Source: an optimization exercise on an open RTL-to-GDS flow (aim: small area, a short achievable clock period and few clock cycles per item). Production flows keep margins and buffers that such runs may drop. Function was checked by simulation only, so behaviour that the tests miss may differ from the original. Power is estimated from default activity; no workload was simulated.

== job 5328 ==
Design MatrixMultiplier, start of the top module:
module MatrixMultiplier(
input   wire            CLK,
input   wire            NRST,  
input   wire            START,
input   wire    [7:0]   A,
input   wire    [7:0]   B,
output  wire    [16:0]  OUT,
output  wire            OUT_STROBE
);
Size in the first run: ~260 cells after synthesis, ~37 I/O pins, roughly 0.0029 mm2 of cells after synthesis.
clock: 5.5 ns
lec_check: 0
cap_margin: 20
core_margin: 2
core_utilization: 60
setup_slack_margin: 2.3
slew_margin: 20
standard.sh (not shown) runs the stock make flow with config.mk's settings and CLKGATE_MAP_FILE= SYNTH_SCRIPT=/design/flow/synth_recipe.tcl, a recipe that flattens the netlist after the stock synthesis.
==> flow/flow/run.sh <==
#!/bin/bash
# Standard ORFS layout with these changes:
#  - flow/fapol.py then picks each full adder's polarity (a full adder is self-dual) and
#    swaps single-output gates for their complements, so that few inverters remain between
#    adders; registers and ports are untouched by both;
#  - the port buffers are buf_1 (sized up by repair as needed) instead of the delay-cell
#    buffer that buffer_ports picks by default.
set -euo pipefail
R=orfs/results/sky130hd/MatrixMultiplier/base
bash standard.sh synth > standard_synth.log 2>&1
cp $R/1_2_yosys.v yosys_netlist_orig.v
python3 flow/unfactor.py yosys_netlist_orig.v netlist_unfactor.v > unfactor.log 2>&1
python3 flow/fapol.py netlist_unfactor.v $R/1_2_yosys.v > fapol.log 2>&1
rm -f $R/1_synth.odb $R/1_synth.sdc
bash standard.sh synth > standard_synth2.log 2>&1
bash standard.sh "BUFFER_PORTS_ARGS=-buffer_cell sky130_fd_sc_hd__buf_1" finish > standard_finish.log 2>&1
Other scripts of this flow, unchanged in this note and not shown: flow/flow/fapol.py, flow/flow/unfactor.py
Testbench counts of job 5328, summed over its fixed seeds: cycles 4,800, items 2,400.
Input changes introduced in job 2380 (baseline for comparison: job 5328):
Settings: an added TNS_END_PERCENT of 20; a change of CORE_UTILIZATION from 60 to 70; a change of SETUP_SLACK_MARGIN from 2.3 to 2.0; an added ABC_CLOCK_PERIOD_IN_PS of 2500.
## What came out
Job 2380 vs job 5328 — number of inverters outside the clock class in the layout dropped 3. Comparing job 5328 and job 2380, the higher share of cells above drive strength 1 was measured on job 5328. Per the comparison of job 2380 with job 5328, achievable frequency decreased about 3.4%; cell count decreased about 3.3%; global-route usage increased 2.4 points. Relative to job 5328, wire length of the first global-routing pass has decreased by 960 um in job 2380. Compared with job 5328, job 2380 ends up with less cell area. Routability congestion estimate (job 2380 vs. job 5328) increases by a little under 10%. and3_1 as the most common cell after layout, fill and taps aside was reported by job 5328, and fa_1 by job 2380. In job 2380 the sequential power turned out about 2% lower than in job 5328. The routed wire length of job 2380 was superior to that of job 5328. Core util | job 2380 vs job 5328 | job 2380 higher.
For job 9018, these inputs were changed with respect to job 2380:
Settings: TNS_END_PERCENT no longer set, was 20; ABC_CLOCK_PERIOD_IN_PS no longer set, was 2500.
==> notes.md <==
- Comparing job 2380 and job 9018, the higher total stage count of the critical path is on job 9018.
- Comparing job 2380 and job 9018, final instance area is lower on job 9018.
- On final critical delay including setup and external delays, job 2380 beats job 9018.
- Of job 2380 and job 9018, the higher total wire length belongs to job 2380.
- Re combinational group share of total power: job 9018 is 1.5 points up on job 2380.
- Compare job 2380 and job 9018 | global-route track usage on met1 lower: job 9018
- Against job 2380, via count of the first global-routing pass in job 9018 fell by a few percent.

---

Another version of the RTL of MatrixMultiplier (not shown whole).
For scale: about 270 cells after synthesis, ~37 I/O pins.
Settings: LEC_CHECK=0, CAP_MARGIN=20, CORE_MARGIN=2, CORE_UTILIZATION=40, SETUP_SLACK_MARGIN=1.5, SLEW_MARGIN=20; clock period 5.5 ns.
==> flow/flow/run.sh <==
#!/bin/bash
# Standard ORFS layout with two changes:
#  - after the standard synthesis, flow/fapol.py picks each full adder's polarity (a full
#    adder is self-dual) and swaps single-output gates for their complements, so that few
#    inverters remain between adders; registers are untouched;
#  - the port buffers are buf_1 (sized up by repair as needed) instead of the delay-cell
#    buffer that buffer_ports picks by default.
set -euo pipefail
R=orfs/results/sky130hd/MatrixMultiplier/base
bash standard.sh synth > standard_synth.log 2>&1
cp $R/1_2_yosys.v yosys_netlist_orig.v
python3 flow/fapol.py yosys_netlist_orig.v $R/1_2_yosys.v > fapol.log 2>&1
rm -f $R/1_synth.odb $R/1_synth.sdc
bash standard.sh synth > standard_synth2.log 2>&1
bash standard.sh "BUFFER_PORTS_ARGS=-buffer_cell sky130_fd_sc_hd__buf_1" finish > standard_finish.log 2>&1
Other scripts of this flow, unchanged in this note and not shown: flow/flow/fapol.py
The first run completed without violations.
Testbench counts at the start, summed over its fixed seeds: cycles 4,800, items 2,400.
==> next run, changes <==
- CORE_UTILIZATION: 40 -> 60
- CTS_CLUSTER_DIAMETER: not set -> 200
- CTS_CLUSTER_SIZE: not set -> 32
- SETUP_SLACK_MARGIN: 1.5 -> 2.0
After rerunning: Worst setup slack improves by 0.24 ns. Sequential share of layout area is lower by 0.22 points. Final cell count drops by 7.6%. Total power goes up by 1.8%. Hold slack is about the same.
==> next run, changes <==
- CORE_UTILIZATION: 60 -> 40
- CTS_CLUSTER_DIAMETER: 200 -> not set
- CTS_CLUSTER_SIZE: 32 -> not set
- SETUP_SLACK_MARGIN: 2.0 -> 2.5
The changed run finished with timing, DRC and antenna clean.
Count of clock-buffer cells in the layout does not change.
Flip-flop and latch count stays the same.
Worst setup slack is worse by 0.024 ns.
First-iteration DRC count drops by 15%.
Critical path depth climbs by 1.
Utilization drops by 17 points.
Combinational power climbs by 16%.
Total power climbs by 12%.
Routed wire length climbs by 9.6%.
Final cell count climbs by 13%.
Maximum frequency drops by 0.68%.

---

Setup of red:
MatrixMultiplier again, from the RTL that the note above started with.
==> flow/config.mk <==
export PLATFORM = sky130hd
export DESIGN_NAME = MatrixMultiplier
export DESIGN_NICKNAME = MatrixMultiplier
export VERILOG_FILES = /design/flow/design.v
export SDC_FILE = /design/flow/constraint.sdc
export NUM_CORES = 4
export LEC_CHECK = 0
export CAP_MARGIN = 20
export CORE_MARGIN = 2
export CORE_UTILIZATION = 40
export SETUP_SLACK_MARGIN = 1.5
export SLEW_MARGIN = 20
==> flow/constraint.sdc <==
create_clock -name core_clock -period 5.5 [get_ports {CLK}]
set_input_delay 1.1000 -clock core_clock [delete_from_list [all_inputs] [get_ports {CLK}]]
set_output_delay 1.1000 -clock core_clock [all_outputs]
set_load 0.01 [all_outputs]
==> flow/flow/run.sh <==
#!/bin/bash
# Standard ORFS layout with two changes:
#  - synthesis leaves full and half adders to ABC as plain gates (no ADDER_MAP_FILE);
#  - the port buffers are buf_1 (sized up by repair as needed) instead of the delay-cell
#    buffer that buffer_ports picks by default.
set -euo pipefail
bash standard.sh "ADDER_MAP_FILE=" "BUFFER_PORTS_ARGS=-buffer_cell sky130_fd_sc_hd__buf_1" finish > standard_finish.log 2>&1
Testbench counts of red, summed over its fixed seeds: cycles 4,800, items 2,400.
--- input diff red..blue ---
==> flow/flow/run.sh <==
#!/bin/bash
# Standard ORFS layout; only the port buffers are the plain buf_1 (sized up by repair as needed)
# instead of the delay-cell buffer buffer_ports picks by default.
set -euo pipefail
bash standard.sh "BUFFER_PORTS_ARGS=-buffer_cell sky130_fd_sc_hd__buf_1" finish > standard_make.log 2>&1
### Flow results
- blue: no failed stages, no open violations at the end
- Comparing red and blue, the higher count of plain and timing-repair buffers in the layout is on red.
- Of red and blue, blue shows the lower met3 routing resource usage after global routing, with red above it.
- Reported for red and blue, sum of negative setup slack turned out identical to the last digit.
- | number of vias per cell | blue vs red | about 15% lower |
## Diff of input files: green against blue
- SETUP_SLACK_MARGIN: 1.5 -> 3.0
==> flow/run.sh (new file) <==
#!/bin/bash
# synth_recipe.tcl (not shown) runs the flow's synth.tcl, then flattens the netlist and writes it again
# the make line also repeats each setting of config.mk as NAME=value (left out here)
make -C /OpenROAD-flow-scripts/flow DESIGN_CONFIG=/design/flow/config.mk WORK_HOME=/design/flow/orfs CLKGATE_MAP_FILE= SYNTH_SCRIPT=/design/flow/synth_recipe.tcl finish
removed: flow/flow/run.sh
removed: flow/standard.sh
Results
- Going from blue to green, HPWL reported at the end of detailed placement shows an increase of 2.0%, data required time of the critical path shows an increase of 0.06 ns, combinational power shows an increase of about 30%, sequential share of layout area shows a reduction of 3.0 points.
- green vs. blue: met1 usage in global routing went up 1.5 points; worst setup slack went up 0.30 ns.
- blue: no failed stages, no open violations at the end
- Looking at the reports, green completed the entire flow and the layout it produced met the timing, design-rule and antenna checks.
Setup changes, green to orange
- a change of SETUP_SLACK_MARGIN from 3.0 to 1.5
- Per the comparison of orange with green, post-CTS clock slew at the launch and capture registers of the worst setup and hold paths shows no meaningful change, worst-case clock skew rose by 0.015 ns.
- [orange] share of the final layout cell area in sequential cells rose 1.5 points relative to green
- Cmp orange vs green: mean routed wirelength per cell lower in orange
- The number of setup buffers added after CTS reported for orange is smaller than that of green by 22.
- Hold slack ended up 0.011 ns lower on orange than on green.
- When orange is measured against green, its clock period minus final worst setup slack turns out 0.36 ns higher.

---

Starting RTL as in the previous note.
export LEC_CHECK = 0
export CAP_MARGIN = 20
export CORE_MARGIN = 2
export CORE_UTILIZATION = 60
export SETUP_SLACK_MARGIN = 2.3
export SLEW_MARGIN = 20
create_clock -name core_clock -period 5.5 [get_ports {CLK}]
==> flow/flow/run.sh <==
#!/bin/bash
# Standard ORFS layout with two changes:
#  - after the standard synthesis, flow/fapol.py picks each full adder's polarity (a full
#    adder is self-dual) and swaps single-output gates for their complements, so that few
#    inverters remain between adders; registers are untouched;
#  - the port buffers are buf_1 (sized up by repair as needed) instead of the delay-cell
#    buffer that buffer_ports picks by default.
set -euo pipefail
R=orfs/results/sky130hd/MatrixMultiplier/base
bash standard.sh synth > standard_synth.log 2>&1
cp $R/1_2_yosys.v yosys_netlist_orig.v
python3 flow/fapol.py yosys_netlist_orig.v $R/1_2_yosys.v > fapol.log 2>&1
rm -f $R/1_synth.odb $R/1_synth.sdc
bash standard.sh synth > standard_synth2.log 2>&1
bash standard.sh "BUFFER_PORTS_ARGS=-buffer_cell sky130_fd_sc_hd__buf_1" finish > standard_finish.log 2>&1
Other scripts of this flow, unchanged in this note and not shown: flow/flow/fapol.py
The first run completed with no timing, DRC or antenna violations.
Testbench counts at the start, summed over its fixed seeds: cycles 4,800, items 2,400.
==> next run, changes <==
Settings changed: CORE_UTILIZATION 60 to 75, SETUP_SLACK_MARGIN 2.3 to 2.0.
Outcome: Synthesized area stays the same. Combinational power drops by about 4%. Routed wire length went down by about 5%. Count of clock-buffer cells in the layout stays the same. Final area decreases by about 9%. Global-route usage went up by 5.1 points. Total power came out lower by about 3.2%.
==> next run, changes <==
Settings changed: CORE_UTILIZATION 75 to 60.
Result:
- The changed run ran to the end with no violations
- final cell count goes up by 6.9%
- power goes down by 1.0%
- via count goes down by 0.72%
- wire length goes up by 2.1%
- flip-flop and latch count stays the same
- die area goes up by 23%
- hold slack gains 0.0084 ns

-- afterwards: timing with drivers on the ports --
The flow's constraints put no driver on any port. The routed layouts listed below were extracted and timed again, unchanged, in two steps. Step 1, drivers: a clkbuf_16 drives CLK and a buf_2 each remaining input, both assumed. Step 2 moves the port delays by t, midway between the first and last clock arrival at a register: inputs arrive t later, outputs are due t later. That takes back most of the time a late clock gives input paths. a / b / c = ideal ports / drivers / drivers and shift; a / b = the first two.
run	t, ns	setup slack, ns	clock arrival spread, ns	worst slew at a driven data input, ns	cell pins on the clock port's net
job 5328	0.312	2.213 / 2.213 / 1.931	0.007 / 0.006	0.03	1
job 2380	0.305	2.099 / 2.103 / 1.798	0.012 / 0.013	0.03	1
job 9018	0.304	2.087 / 2.087 / 1.792	0.007 / 0.008	0.03	1
the first run of note 2	0.314	1.773 / 1.780 / 1.467	0.009 / 0.009	0.04	1
the second run of note 2	0.310	2.014 / 2.021 / 1.711	0.006 / 0.005	0.03	1
the third run of note 2	0.310	1.991 / 2.001 / 1.691	0.012 / 0.012	0.03	1
red	0.320	1.738 / 1.708 / 1.709	0.007 / 0.006	0.04	1
blue	0.305	1.675 / 1.680 / 1.375	0.016 / 0.016	0.03	1
green	0.312	1.978 / 1.976 / 1.664	0.004 / 0.004	0.04	1
orange	0.310	1.619 / 1.626 / 1.315	0.020 / 0.019	0.04	1
the first run of note 4	0.319	1.972 / 1.974 / 1.655	0.013 / 0.014	0.04	1
the second run of note 4	0.304	1.973 / 1.974 / 1.669	0.004 / 0.003	0.03	1
the third run of note 4	0.319	2.030 / 2.033 / 1.715	0.008 / 0.009	0.03	1
After both steps setup and hold are still met in every run listed. For the first run of note 4, which loses most, drivers alone change the setup slack by +0.002 ns; drivers and shift together by -0.317 ns.
